Context: an optimization exercise on an open-source flow, tuned for small area. The choices shown serve that exercise and are no tape-out recipe. At most, simulation tests tie the RTL to the original design; equivalence was not proved. The flow treats the clock pin as an ideal source, which a real chip does not have.

## layer_1
module layer_1(
  input clk,
  input reset,
  input in_valid,
  input [7:0] pxl_in,
  output [8:0] pool_out,
  output out_valid
);
For scale: about 1800 cells after synthesis, about 1300 flip-flops, roughly 21 I/O pins.
Settings: LEC_CHECK=0, CAP_MARGIN=20, CORE_MARGIN=2, CORE_UTILIZATION=40, CTS_CLUSTER_DIAMETER=100, CTS_CLUSTER_SIZE=30, SLEW_MARGIN=20, SYNTH_HIERARCHICAL=1, SYNTH_MINIMUM_KEEP_SIZE=0; clock period 12.0 ns.
standard.sh (not shown) runs the stock make flow with config.mk's settings and CLKGATE_MAP_FILE= SYNTH_SCRIPT=/design/flow/synth_recipe.tcl, a recipe that flattens the netlist after the stock synthesis.
==> flow/flow/run.sh <==
#!/bin/bash
# The standard layout, with two changes: clock tree synthesis adds no dummy
# loads, and the port buffers are the smallest buffer.
set -euo pipefail
export CTS_ARGS="-sink_clustering_enable -repair_clock_nets -sink_clustering_size 33 -sink_clustering_max_diameter 100 -dont_use_dummy_load"
export BUFFER_PORTS_ARGS="-buffer_cell sky130_fd_sc_hd__buf_1"
bash ./standard.sh > standard.log 2>&1
The baseline completed without violations.
Rerun with:
==> flow/flow/run.sh (replaced) <==
#!/bin/bash
# The standard layout, with two changes: clock tree synthesis adds no dummy
# loads, and the port buffers are the smallest buffer.
set -euo pipefail
export CTS_ARGS="-sink_clustering_enable -repair_clock_nets -sink_clustering_size 30 -sink_clustering_max_diameter 100 -dont_use_dummy_load"
export BUFFER_PORTS_ARGS="-buffer_cell sky130_fd_sc_hd__buf_1"
bash ./standard.sh > standard.log 2>&1
Effect: Die area stays the same. Non-clock buffer count is unchanged. Wire length grows slightly. Flip-flop and latch count stays the same. Sequential share of layout area shrinks by 0.16 points.

* * *

== main ==
layer_1, a different RTL version from the one above (not shown whole).
Size: ~1,300 flip-flops, ~21 I/O pins, about 45,000 um^2 of cells after synthesis.
Settings: LEC_CHECK=0, CAP_MARGIN=20, CORE_MARGIN=2, CORE_UTILIZATION=40, CTS_CLUSTER_DIAMETER=100, CTS_CLUSTER_SIZE=30, SLEW_MARGIN=20, SYNTH_HIERARCHICAL=1, SYNTH_MINIMUM_KEEP_SIZE=0; clock period 12.0 ns.
==> flow/flow/run.sh <==
#!/bin/bash
# The standard layout, with two changes: clock tree synthesis adds no dummy
# loads, and the port buffers are the smallest buffer.
set -euo pipefail
export CTS_ARGS="-sink_clustering_enable -repair_clock_nets -sink_clustering_size 30 -sink_clustering_max_diameter 100 -dont_use_dummy_load"
export BUFFER_PORTS_ARGS="-buffer_cell sky130_fd_sc_hd__buf_1"
bash ./standard.sh > standard.log 2>&1
--- input diff main..the feature branch ---
==> flow/flow/run.sh <==
#!/bin/bash
# The standard layout, with two changes: clock tree synthesis adds no dummy
# loads, and the port buffers are the smallest buffer.
set -euo pipefail
export CTS_ARGS="-sink_clustering_enable -repair_clock_nets -sink_clustering_size 33 -sink_clustering_max_diameter 100 -dont_use_dummy_load"
export BUFFER_PORTS_ARGS="-buffer_cell sky130_fd_sc_hd__buf_1"
bash ./standard.sh > standard.log 2>&1
[summary]
On clock-pin slew reported for the worst setup and hold paths after clock tree synthesis, the feature branch and main are basically level.
Reported for the feature branch and main, number of distinct library cells after synthesis turned out identical to the last digit.
Compared main against the feature branch; fraction of cell area in non-clock buffers within noise.
Diff main -> the feature branch: worst-path maximum fanout was more or less identical, hold slack level, maximum frequency lost 0.30 MHz, clock buffer count fell by about 4%.
| total stage count of the critical path | the feature branch vs main | ≈ equal |

* * *

layer_1, a different RTL version from the one above (not shown whole).
For scale: ~1800 cells after synthesis, roughly 21 I/O pins, about 0.045 mm2 of cells after synthesis.
==> flow/config.mk <==
export PLATFORM = sky130hd
export DESIGN_NAME = layer_1
export DESIGN_NICKNAME = layer_1
export VERILOG_FILES = /design/flow/design.v
export SDC_FILE = /design/flow/constraint.sdc
export NUM_CORES = 4
export LEC_CHECK = 0
export CAP_MARGIN = 20
export CORE_MARGIN = 2
export CORE_UTILIZATION = 40
export CTS_CLUSTER_DIAMETER = 100
export CTS_CLUSTER_SIZE = 30
export SLEW_MARGIN = 20
export SYNTH_HIERARCHICAL = 1
export SYNTH_MINIMUM_KEEP_SIZE = 0
==> flow/constraint.sdc <==
create_clock -name core_clock -period 12.0 [get_ports {clk}]
set_input_delay 2.4000 -clock core_clock [delete_from_list [all_inputs] [get_ports {clk}]]
set_output_delay 2.4000 -clock core_clock [all_outputs]
set_load 0.01 [all_outputs]
==> flow/flow/run.sh <==
#!/bin/bash
# The standard layout, with two changes: clock tree synthesis adds no dummy
# loads, and the port buffers are the smallest buffer.
set -euo pipefail
export CTS_ARGS="-sink_clustering_enable -repair_clock_nets -sink_clustering_size 33 -sink_clustering_max_diameter 100 -dont_use_dummy_load"
export BUFFER_PORTS_ARGS="-buffer_cell sky130_fd_sc_hd__buf_1"
bash ./standard.sh > standard.log 2>&1
The first run completed with no timing, DRC or antenna violations.
==> next run, changes <==
==> flow/flow/run.sh (replaced) <==
#!/bin/bash
# The standard layout, with two changes: clock tree synthesis adds no dummy
# loads, and the port buffers are the smallest buffer.
set -euo pipefail
export CTS_ARGS="-sink_clustering_enable -repair_clock_nets -sink_clustering_size 30 -sink_clustering_max_diameter 100 -dont_use_dummy_load"
export BUFFER_PORTS_ARGS="-buffer_cell sky130_fd_sc_hd__buf_1"
bash ./standard.sh > standard.log 2>&1
What happened: Count of clock-buffer cells in the layout is higher by 3. Global-route usage barely changes. Wire length hardly moves. Final area hardly moves. Setup slack gets better by 0.014 ns.
Function was not checked in any run of this note: the RTL went through the layout flow alone.

* * *

Another version of the RTL of layer_1 (not shown whole).
Size in the first run: about 2,600 cells after synthesis, ~1,200 flip-flops.
==> flow/config.mk <==
export PLATFORM = sky130hd
export DESIGN_NAME = layer_1
export DESIGN_NICKNAME = layer_1
export VERILOG_FILES = /design/flow/design.v
export SDC_FILE = /design/flow/constraint.sdc
export NUM_CORES = 4
export LEC_CHECK = 0
export CAP_MARGIN = 20
export CORE_MARGIN = 2
export CORE_UTILIZATION = 40
export CTS_CLUSTER_DIAMETER = 100
export CTS_CLUSTER_SIZE = 30
export SLEW_MARGIN = 20
==> flow/constraint.sdc <==
create_clock -name core_clock -period 12.0 [get_ports {clk}]
set_input_delay 2.4000 -clock core_clock [delete_from_list [all_inputs] [get_ports {clk}]]
set_output_delay 2.4000 -clock core_clock [all_outputs]
set_load 0.01 [all_outputs]
run.sh (not shown) runs the stock make flow with config.mk's settings and CLKGATE_MAP_FILE= SYNTH_SCRIPT=/design/flow/synth_recipe.tcl, a recipe that flattens the netlist after the stock synthesis.
Stock flow here: none of the scripts above is used.
Next try:
CTS_BUF_LIST = sky130_fd_sc_hd__clkbuf_8   (was default)
CTS_CLUSTER_DIAMETER = default   (was 100)
- core utilization grows by 1.9 points
- setup slack got worse by 0.047 ns
- hold slack is worse by 0.027 ns
- register-to-register slack is worse by 0.05 ns
- wire length grows by a few percent
- final cell count rises by a few percent
- synthesized cell count does not change
- global-route usage climbs by 0.71 points
- synthesized area stays the same
- via count goes up by a few percent

* * *

## run 1
Another version of the RTL of layer_1 (not shown whole).
Size in the first run: ~1,800 cells after synthesis, ~21 I/O pins, ~0.045 sq mm of cells after synthesis.
## layer_1
module layer_1(
  input clk,
  input reset,
  input in_valid,
  input [7:0] pxl_in,
  output [8:0] pool_out,
  output out_valid
);
export LEC_CHECK = 0
export CAP_MARGIN = 20
export CORE_MARGIN = 2
export CORE_UTILIZATION = 40
export CTS_CLUSTER_DIAMETER = 100
export CTS_CLUSTER_SIZE = 30
export GPL_TIMING_DRIVEN = 0
export SLEW_MARGIN = 20
export SYNTH_HIERARCHICAL = 1
export SYNTH_MINIMUM_KEEP_SIZE = 0
create_clock -name core_clock -period 12.0 [get_ports {clk}]
standard.sh (not shown) runs the stock make flow with config.mk's settings and CLKGATE_MAP_FILE= SYNTH_SCRIPT=/design/flow/synth_recipe.tcl, a recipe that flattens the netlist after the stock synthesis.
==> flow/flow/run.sh <==
#!/bin/bash
# The standard layout, with two changes: clock tree synthesis adds no dummy
# loads, and the port buffers are the smallest buffer.
set -euo pipefail
export CTS_ARGS="-sink_clustering_enable -repair_clock_nets -sink_clustering_size 30 -sink_clustering_max_diameter 100 -dont_use_dummy_load"
export BUFFER_PORTS_ARGS="-buffer_cell sky130_fd_sc_hd__buf_1"
bash ./standard.sh > standard.log 2>&1
Changes in run 2 relative to run 1:
- a deleted GPL_TIMING_DRIVEN that had been 0
==> results.txt <==
- There was hardly any difference in required time at the worst-slack endpoint between run 1 and run 2.
- Run 2 reached the end of the flow, and the finished layout is clean on the timing, DRC and antenna checks.
- Run 1 went all the way through the flow, and no timing, DRC or antenna check failed.
- Compared with run 1, in run 2 worst-case hold slack decreased by 12 ps relative to the old numbers; worst setup slack increased by 31 ps relative to the old numbers.
#### Input delta (run 3 over run 2)
- PLACE_DENSITY now 0.7, previously not set
- CORE_UTILIZATION now 60, was 40
==> flow/flow/run.sh <==
#!/bin/bash
# The standard layout, with two changes: clock tree synthesis adds no dummy
# loads, and the port buffers are the smallest buffer.
set -euo pipefail
export CTS_ARGS="-sink_clustering_enable -repair_clock_nets -sink_clustering_size 35 -sink_clustering_max_diameter 70 -dont_use_dummy_load"
export BUFFER_PORTS_ARGS="-buffer_cell sky130_fd_sc_hd__buf_1"
bash ./standard.sh > standard.log 2>&1
Summary: with run 2 as the reference, maximum number of pins on one net before global-route repair in run 3 moved up by a few percent.
Async set-reset flop share out of synthesis came out exactly the same in run 2 and run 3.
Compared run 3 against run 2; clock tree cell share of total cell area within noise.
Measured against run 3, the post-layout instance count excluding filler cells of run 2 comes out at 1.18 times the reference value.
Run 3 ended up with a higher fmax than run 2 did.
Re utilization after layout: run 2 was lower than run 3.
Run 3 against run 2: aggregate global-route resource usage +4.9 points, setup slack saw an increase, placed wire-length estimate went down.

[re-timing with driven ports]
The flow's constraints put no driver on any port. The routed layouts listed below were extracted and timed again, unchanged, in two steps.
Step 1, drivers: a clkbuf_16 drives clk and a buf_2 each remaining input, both assumed.
Step 2 also shifts input and output timing later by t, the mid clock arrival at the registers, as if the neighbouring blocks saw the same clock.
a / b / c = no drivers / after step 1 / after step 2; a / b = the first two.
| run | shift t [ns] | slack for setup (ns) | latest minus earliest clock arrival (ns) | worst slew at a driven data input, ns |
|---|---|---|---|---|
| the first run of note 1 | 0.678 | 0.709 / 0.709 / 0.709 | 0.117 / 0.117 | 0.06 |
| the second run of note 1 | 0.696 | 0.747 / 0.747 / 0.747 | 0.075 / 0.075 | 0.06 |
| main | 0.679 | 0.590 / 0.590 / 0.590 | 0.073 / 0.073 | 0.08 |
| the feature branch | 0.683 | 0.551 / 0.551 / 0.551 | 0.080 / 0.081 | 0.08 |
| the first run of note 3 | 0.667 | 0.262 / 0.250 / -0.417 | 0.078 / 0.078 | 0.08 |
| the second run of note 3 | 0.667 | 0.276 / 0.270 / -0.397 | 0.086 / 0.086 | 0.08 |
| the first run of note 4 | 0.756 | 1.734 / 1.734 / 1.734 | 0.043 / 0.043 | 0.05 |
| the second run of note 4 | 0.959 | 1.687 / 1.687 / 1.687 | 0.075 / 0.076 | 0.05 |
| run 1 | 0.680 | 0.304 / 0.304 / 0.304 | 0.069 / 0.069 | 0.06 |
| run 2 | 0.689 | 0.335 / 0.335 / 0.335 | 0.074 / 0.075 | 0.07 |
| run 3 | 0.683 | 0.378 / 0.378 / 0.378 | 0.104 / 0.103 | 0.04 |
Met with ideal ports but missed after step 2: setup timing in the first run of note 3 and the second run of note 3. The setup slack of the first run of note 3, which loses most, moves by -0.012 ns with the drivers and by -0.679 ns with both steps.
